Source: an optimization exercise on an open RTL-to-GDS flow (aim: small area). Production flows keep margins and buffers that such runs may drop. Function was checked by simulation only, so behaviour that the tests miss may differ from the original. Power is estimated from default activity; no workload was simulated.

purple:
==> flow/design.v <==
module TinyMIPS(
    input wire clk,
    input wire rst,
    input wire [15:0] data_fromRAM,
    output wire wrEn,
    output wire [7:0] addr_toRAM,
    output wire [15:0] data_toRAM
);
    localparam S_WAIT = 3'd0, S_PCUP = 3'd1, S_LDR = 3'd2, S_STW = 3'd3,
               S_EX = 3'd4, S_LDW = 3'd5, S_LDX = 3'd6, S_STX = 3'd7;
    reg [3:0] ph;       
    reg [2:0] st;
    reg [2:0] k;        
    reg [7:0] AR;       
    reg [15:0] T;       
    reg [2:0] Ah;       
    reg c1, c2;         
    reg tdel;           
    reg d0, d1;         
    reg [3:0] n;        
    reg fz;             
    reg fl;             
    reg sp;             
    reg [15:0] R [0:7];
    wire [15:0] I = data_fromRAM;
    wire [3:0] op = I[15:12];
    wire [2:0] fB = I[8:6];
    wire [2:0] fC = I[5:3];
    wire g1   = ~st[2];
    wire ex   = (st == S_EX);
    wire pcup = (st == S_PCUP);
    wire wait0= (st == S_WAIT);
    wire ldw  = (st == S_LDW);
    wire ldr  = (st == S_LDR);
    wire stw  = (st == S_STW);
    wire exch = st[2] & st[1];
    wire swst = st[1] & st[0];
    wire oADD = ex & (op == 4'd0);
    wire oADDI= ex & (op == 4'd1);
    wire oMUL = ex & (op == 4'd2);
    wire oSRL = ex & (op == 4'd3);
    wire oLD  = ex & (op == 4'd4);
    wire oST  = ex & (op == 4'd5);
    wire oCP  = ex & (op == 4'd6);
    wire oCPI = ex & (op == 4'd7);
    wire oBR  = ex & (op[3:2] == 2'b10) & (op[1:0] != 2'b11);
    wire oHLT = ex & ((op[3:2] == 2'b11) | (op == 4'd11));
    wire t0 = (ph == 4'd0);
    wire t15 = (ph == 4'd15);
    wire k0 = (k == 3'd0);
    wire cA = (fC == Ah);
    wire bA = (fB == Ah);
    wire useA = oBR | oST | swst | (oMUL & (~k0 | cA));
    wire [2:0] selP = useA ? Ah : fB;
    wire useC = oADD | oSRL | (oMUL & ~cA);
    wire [2:0] selQ = useC ? fC : fB;
    wire P = R[selP][0];
    wire Q = R[selQ][0];
    wire dm = I[ph];
    wire sx6 = (ph >= 4'd5) ? I[5] : dm;
    wire zx6 = (ph < 4'd6) & dm;
    wire zx9 = (ph < 4'd9) & dm;
    wire mcopy = (oMUL & k0) | (oSRL & ~sp);
    wire Tm = mcopy ? P : T[0];
    reg tap;
    always @* begin
        case (k)
            3'd0: tap = Tm;
            3'd1: tap = T[14];
            3'd2: tap = T[12];
            3'd3: tap = T[10];
            3'd4: tap = T[8];
            3'd5: tap = T[6];
            3'd6: tap = T[4];
            default: tap = T[2];
        endcase
    end
    wire D = (cA & bA) ? Tm : Q;
    wire nz = (n == 4'd0);
    wire lft = fl | nz;
    wire sv = ~fz & oSRL;
    wire cap0v = oMUL ? D : (sv & lft & ~n[0]);
    wire cap1v = oMUL ? D : (sv & lft &  n[0]);
    wire pre0 = sv & ~lft & ~n[0];
    wire pre1 = sv & ~lft &  n[0];
    wire kmatch = (oMUL | oSRL) & (ph[3:1] == k);
    wire d0n = (kmatch & ~ph[0]) ? cap0v : t0 ? pre0 : d0;
    wire d1n = (kmatch &  ph[0]) ? cap1v : t0 ? pre1 : d1;
    wire term0 = d0n & tap;
    wire term1 = d1n & tdel;
    wire ldst = oLD | oST;
    wire a1 = ((oADD | oADDI | oBR | oCP | (oMUL & ~k0)) & P) | (ldst & Q) | ((exch | pcup) & AR[0]);
    wire b1 = (oADD & Q) | (oBR & ~Q) | (oADDI & sx6) | (ldst & zx6) | (oCPI & zx9) |
              ((ldw | ldr) & dm) | ((oMUL | oSRL) & term0) | (pcup & fl & T[0]);
    wire ci1 = t0 ? (oBR | (pcup & ~fl)) : ((exch & (ph == 4'd8)) | c1);
    wire s1 = a1 ^ b1 ^ ci1;
    wire co1 = (a1 & b1) | (ci1 & (a1 ^ b1));
    wire ci2 = ~t0 & c2;
    wire s2 = s1 ^ term1 ^ ci2;
    wire co2 = (s1 & term1) | (ci2 & (s1 ^ term1));
    wire Tin = mcopy ? P : (ldst | exch) ? s1 : oBR ? sx6 : T[0];
    wire swap = oST | swst;
    wire wen = oADD | oADDI | oCP | oCPI | oMUL | (oSRL & sp) | (ldw & ~t0) | (ldr & t0);
    wire wdat = swap ? R[0][0] : s2;
    integer i;
    always @(posedge clk) begin
        R[0] <= {swap ? P : (wen & (Ah == 3'd0)) ? wdat : R[0][0], R[0][15:1]};
        for (i = 1; i < 8; i = i + 1)
            R[i] <= {((wen | swap) & (Ah == i[2:0])) ? wdat : R[i][0], R[i][15:1]};
        T <= {Tin, T[15:1]};
        c1 <= co1;
        c2 <= co2;
        tdel <= tap;
        d0 <= d0n;
        d1 <= d1n;
        if (oSRL & ~sp) begin
            if (ph < 4'd4) n <= {Q, n[3:1]};
            if (ph == 4'd4) fz <= Q;
            else if (ph >= 4'd6) fz <= fz | Q;
            if (ph == 4'd5) fl <= Q;
        end
        if (oBR) fz <= ~t0 & fz | (P ^ Q);
        if (ex & t15 & ~(oSRL & ~sp)) fl <= oBR & cond;
        if (ex & t15) sp <= oSRL & ~sp;
        if (t15 & g1) Ah <= I[11:9];
        if (arsh) AR <= {arin, AR[7:1]};
        if (oSRL & ~sp & ph[3]) k <= lft ? n[3:1] : (~n[3:1] + {2'b00, ~n[0]});
        else if (ex & t15) begin
            if (oMUL & (k != 3'd7)) k <= k + 3'd1;
            else k <= 3'd0;
        end
    end
    wire ne_all = fz | (P ^ Q);
    wire cond = (op[1:0] == 2'd0) ? ~ne_all : (op[1:0] == 2'd1) ? ~co1 : (co1 & ne_all);
    wire arsh = (g1 & ~ph[3]) | exch;
    wire arin = pcup ? s1 : ~wait0 & T[8];
    always @(posedge clk or posedge rst) begin
        if (rst) begin
            ph <= 4'd0;
            st <= S_WAIT;
        end else begin
            ph <= ph + 4'd1;
            if (ph == 4'd7 && oLD) st <= S_LDX;
            if (ph == 4'd7 && oST) st <= S_STX;
            if (t15) begin
                case (st)
                    S_EX: if (~oHLT & ~(oMUL & (k != 3'd7)) & ~(oSRL & ~sp)) st <= S_PCUP;
                    S_LDX: st <= S_LDW;
                    S_STX: st <= S_STW;
                    S_LDW: st <= S_LDR;
                    default: st <= S_EX;
                endcase
            end
        end
    end
    assign addr_toRAM = AR;
    assign wrEn = stw & t0;
    assign data_toRAM = R[0];
endmodule
clock: 10.0 ns
lec_check: 0
abc_area: 1
cap_margin: 20
core_margin: 2
core_utilization: 40
slew_margin: 20
standard.sh (not shown) runs the stock make flow with config.mk's settings and CLKGATE_MAP_FILE= SYNTH_SCRIPT=/design/flow/synth_recipe.tcl, a recipe that flattens the netlist after the stock synthesis.
==> flow/flow/run.sh <==
#!/bin/bash
# Standard ORFS layout with two changes: ports are buffered with the smallest
# buffer, and the clock tree is built from clkbuf_8 cells without dummy loads.
set -euo pipefail
export BUFFER_PORTS_ARGS="-buffer_cell sky130_fd_sc_hd__buf_1"
export CTS_ARGS="-sink_clustering_enable -repair_clock_nets -dont_use_dummy_load -buf_list sky130_fd_sc_hd__clkbuf_8"
bash standard.sh > standard_sh.log 2>&1
Relative to purple, the following input files were edited for blue:
- ABC_AREA: 1 -> unset
### Flow results
blue completed end to end with timing, DRC and antenna clean.
Power share of the combinational group is lower on purple
Re post-route cell area: purple and blue aren't equal, and the lower value belongs to purple.
[blue] final wirelength rose 4.2% relative to purple

==> port drivers added, routing unchanged <==
In the flow no input, the clock included, has a driving cell. The finished layouts below were timed again as built, in two steps. Step 1 assumes that a clkbuf_16 drives the clock port and a buf_2 every other input. Step 2 times the ports against the registers' clock, not the clock port: input delays grow and output delays shrink by t, the midpoint of the rising clock arrivals with the driver on. a / b / c = ideal / step 1 / step 2; a / b = the first two.
| run | t, ns | setup WS [ns] | worst setup path at the end | latest minus earliest clock arrival (ns) | worst register clock-pin slew, ns |
|---|---|---|---|---|---|
| purple | 0.469 | 4.190 / 4.203 / 3.734 | input to register | 0.041 / 0.041 | 0.10 / 0.10 |
| blue | 0.457 | 3.618 / 3.625 / 3.169 | input to register | 0.039 / 0.039 | 0.10 / 0.10 |
After both steps every run listed still meets setup and hold. The setup slack of purple, which loses most, moves by +0.013 ns with the drivers and by -0.456 ns with both steps.
